What follows belongs to an exercise in optimizing a design on an open flow for small area, a short achievable clock period and few clock cycles; a production flow would make more cautious choices.
At most, simulation tests tie the RTL to the original design; equivalence was not proved.
No activity file was given, so power comes from the tool's default toggle rates.

Setup of old:
==> flow/design.v <==
`timescale 1ns / 1ps
module apb_master (
    input         pclk,
    input         presetn,
    input         start,
    input         write,
    input  [31:0] addr,
    output        in_map,     
    output        wr0,        
    output        wr1,        
    output reg    done,
    output reg    error
);
    assign in_map = (addr[31:13] == 19'd0) && (addr[11:4] == 8'd0);
    assign wr0 = start && write && !addr[12];
    assign wr1 = start && write &&  addr[12];
    always @(posedge pclk or negedge presetn) begin
        if (!presetn) begin
            done  <= 1'b0;
            error <= 1'b0;
        end else begin
            done  <= start;
            error <= !in_map;
        end
    end
endmodule
`timescale 1ns / 1ps
module apb_slave (
    input         pclk,
    input         presetn,
    input         in_map,     
    input         we,         
    input         rsel,       
    input  [1:0]  idx,
    input  [3:0]  strb,
    input  [31:0] wdata,
    output [31:0] rdata       
);
    reg [31:0] regfile [0:3];
    reg [3:0]  valid;
    wire [31:0] mdata = wdata & {{8{strb[3]}}, {8{strb[2]}}, {8{strb[1]}}, {8{strb[0]}}};
    wire [31:0] part [0:3];
    genvar r, b;
    generate
        for (r = 0; r < 4; r = r + 1) begin : g_reg
            wire wr = we && idx == r;
            always @(posedge pclk or negedge presetn) begin
                if (!presetn)
                    valid[r] <= 1'b0;
                else if (wr && in_map)
                    valid[r] <= 1'b1;
            end
            for (b = 0; b < 4; b = b + 1) begin : g_byte
                wire pre = wr && (strb[b] || !valid[r]);
                always @(posedge pclk)
                    if (pre && in_map)
                        regfile[r][8*b +: 8] <= mdata[8*b +: 8];
            end
            wire sel = rsel && idx == r && valid[r];
            assign part[r] = {32{sel}} & regfile[r];
        end
    endgenerate
    assign rdata = part[0] | part[1] | part[2] | part[3];
endmodule
`timescale 1ns / 1ps
module apb_top(
    input        pclk,
    input        presetn,
    input        start,
    input        write,
    input [31:0] addr,
    input [31:0] wdata,
    input [3:0]  strb,
    input [2:0]  prot,
    output [31:0] rdata,
    output        done,
    output        error
);
    wire        in_map, wr0, wr1;
    wire [31:0] rd0, rd1;
    reg  [31:0] rdata_q;
    apb_master master (
        .pclk    (pclk),
        .presetn (presetn),
        .start   (start),
        .write   (write),
        .addr    (addr),
        .in_map  (in_map),
        .wr0     (wr0),
        .wr1     (wr1),
        .done    (done),
        .error   (error)
    );
    apb_slave slave0 (
        .pclk    (pclk),
        .presetn (presetn),
        .in_map  (in_map),
        .we      (wr0),
        .rsel    (!addr[12]),
        .idx     (addr[3:2]),
        .strb    (strb),
        .wdata   (wdata),
        .rdata   (rd0)
    );
    apb_slave slave1 (
        .pclk    (pclk),
        .presetn (presetn),
        .in_map  (in_map),
        .we      (wr1),
        .rsel    (addr[12]),
        .idx     (addr[3:2]),
        .strb    (strb),
        .wdata   (wdata),
        .rdata   (rd1)
    );
    always @(posedge pclk)
        rdata_q <= rd0 | rd1;
    assign rdata = rdata_q;
endmodule
==> flow/config.mk <==
export PLATFORM = sky130hd
export DESIGN_NAME = apb_top
export DESIGN_NICKNAME = apb_top
export VERILOG_FILES = /design/flow/design.v
export SDC_FILE = /design/flow/constraint.sdc
export NUM_CORES = 4
export LEC_CHECK = 0
export ABC_CLOCK_PERIOD_IN_PS = 1200
export CAP_MARGIN = 20
export CORE_MARGIN = 2
export CORE_UTILIZATION = 60
export CTS_BUF_LIST = sky130_fd_sc_hd__clkbuf_16
export CTS_CLUSTER_DIAMETER = 60
export CTS_CLUSTER_SIZE = 20
export SETUP_SLACK_MARGIN = 2.0
export SLEW_MARGIN = 20
==> flow/constraint.sdc <==
create_clock -name core_clock -period 4.0 [get_ports {pclk}]
set_input_delay 0.8000 -clock core_clock [delete_from_list [all_inputs] [get_ports {pclk}]]
set_output_delay 0.8000 -clock core_clock [all_outputs]
set_load 0.01 [all_outputs]
standard.sh (not shown) runs the stock make flow with config.mk's settings and CLKGATE_MAP_FILE= SYNTH_SCRIPT=/design/flow/synth_recipe.tcl, a recipe that flattens the netlist after the stock synthesis.
==> flow/flow/run.sh <==
#!/bin/bash
# The standard layout (bash standard.sh), with the port buffers that
# buffer_ports inserts made of a plain buffer cell instead of the delay cell it
# picks by default. ORFS writes each step's full log under orfs/logs/; make's
# own output goes to make_finish.log here.
set -euo pipefail
bash standard.sh "BUFFER_PORTS_ARGS=-buffer_cell sky130_fd_sc_hd__buf_2" finish > make_finish.log 2>&1
### old -> new
--- a/flow/design.v
+++ b/flow/design.v
@@ -5,15 +5,14 @@
     input         start,
     input         write,
     input  [31:0] addr,
-    output        in_map,     
     output        wr0,        
     output        wr1,        
     output reg    done,
     output reg    error
 );
-    assign in_map = (addr[31:13] == 19'd0) && (addr[11:4] == 8'd0);
-    assign wr0 = start && write && !addr[12];
-    assign wr1 = start && write &&  addr[12];
+    wire in_map = (addr[31:13] == 19'd0) && (addr[11:4] == 8'd0);
+    assign wr0 = start && write && in_map && !addr[12];
+    assign wr1 = start && write && in_map &&  addr[12];
     always @(posedge pclk or negedge presetn) begin
         if (!presetn) begin
             done  <= 1'b0;
@@ -28,7 +27,6 @@
 module apb_slave (
     input         pclk,
     input         presetn,
-    input         in_map,     
     input         we,         
     input         rsel,       
     input  [1:0]  idx,
@@ -39,21 +37,19 @@
     reg [31:0] regfile [0:3];
     reg [3:0]  valid;
     wire [31:0] mdata = wdata & {{8{strb[3]}}, {8{strb[2]}}, {8{strb[1]}}, {8{strb[0]}}};
+    always @(posedge pclk or negedge presetn) begin
+        if (!presetn)
+            valid <= 4'b0;
+        else if (we)
+            valid[idx] <= 1'b1;
+    end
     wire [31:0] part [0:3];
     genvar r, b;
     generate
         for (r = 0; r < 4; r = r + 1) begin : g_reg
-            wire wr = we && idx == r;
-            always @(posedge pclk or negedge presetn) begin
-                if (!presetn)
-                    valid[r] <= 1'b0;
-                else if (wr && in_map)
-                    valid[r] <= 1'b1;
-            end
             for (b = 0; b < 4; b = b + 1) begin : g_byte
-                wire pre = wr && (strb[b] || !valid[r]);
                 always @(posedge pclk)
-                    if (pre && in_map)
+                    if (we && idx == r && (strb[b] || !valid[r]))
                         regfile[r][8*b +: 8] <= mdata[8*b +: 8];
             end
             wire sel = rsel && idx == r && valid[r];
@@ -76,7 +72,7 @@
     output        done,
     output        error
 );
-    wire        in_map, wr0, wr1;
+    wire        wr0, wr1;
     wire [31:0] rd0, rd1;
     reg  [31:0] rdata_q;
     apb_master master (
@@ -85,7 +81,6 @@
         .start   (start),
         .write   (write),
         .addr    (addr),
-        .in_map  (in_map),
         .wr0     (wr0),
         .wr1     (wr1),
         .done    (done),
@@ -94,7 +89,6 @@
     apb_slave slave0 (
         .pclk    (pclk),
         .presetn (presetn),
-        .in_map  (in_map),
         .we      (wr0),
         .rsel    (!addr[12]),
         .idx     (addr[3:2]),
@@ -105,7 +99,6 @@
     apb_slave slave1 (
         .pclk    (pclk),
         .presetn (presetn),
-        .in_map  (in_map),
         .we      (wr1),
         .rsel    (addr[12]),
         .idx     (addr[3:2]),
## What came out
For the ratio of final minimum period to clock period, new came in 9.1 points lower than old did. Cell count in new is 0.40% higher than in old. Compared to old, the router laid down more metal wire for new. Against old, new reports a share of total power in sequential cells that is lower. Sort old and new by via count, ascending, and old comes first. Summary of new over old: fraction of power consumed by combinational cells climbed 4.0 points; worst setup slack before clock tree synthesis saw an increase; global-route usage decreased by 2.0 points relative to the old numbers; number of non-clock inverters now larger; critical path arrival fell by 360 ps. Post-layout total power (higher): new. Number of library cell types mapped by synthesis in new is about 3% below old. new: via count normalized by instance count about 2.4% above old.
Testbench counts of new, summed over its fixed seeds: cycles 3,200.
No functional check of the RTL was part of old.

## separate check: timing with driven ports
No port has a modelled driver above. Below, the same layouts with a new extraction and two added sets of constraints.
Step 1 sets driving cells, clkbuf_16 on the clock port and buf_2 on the other inputs (assumed; they add their load-dependent delay and slew).
Step 2 adds t to the input delays and takes it off the output delays; t is the mean of the earliest and latest rising clock arrival at the registers after step 1. Input paths then give back, and output paths get back, about the clock's delay inside the block.
Slacks: ideal / step 1 / step 2; pairs: ideal / step 1.
| run | t (ns) | setup WS [ns] | worst hold slack (ns) | worst setup path after step 2 | worst register clock-pin slew, ns |
|---|---|---|---|---|---|
| old | 0.542 | 1.648 / 1.663 / 1.121 | 0.174 / 0.148 / 0.480 | input to register | 0.09 / 0.09 |
| new | 0.540 | 2.014 / 2.040 / 1.500 | 0.152 / 0.134 / 0.476 | input to register | 0.08 / 0.08 |
After both steps setup and hold are still met in every run listed. The setup slack of old, which loses most, moves by +0.015 ns with the drivers and by -0.527 ns with both steps.
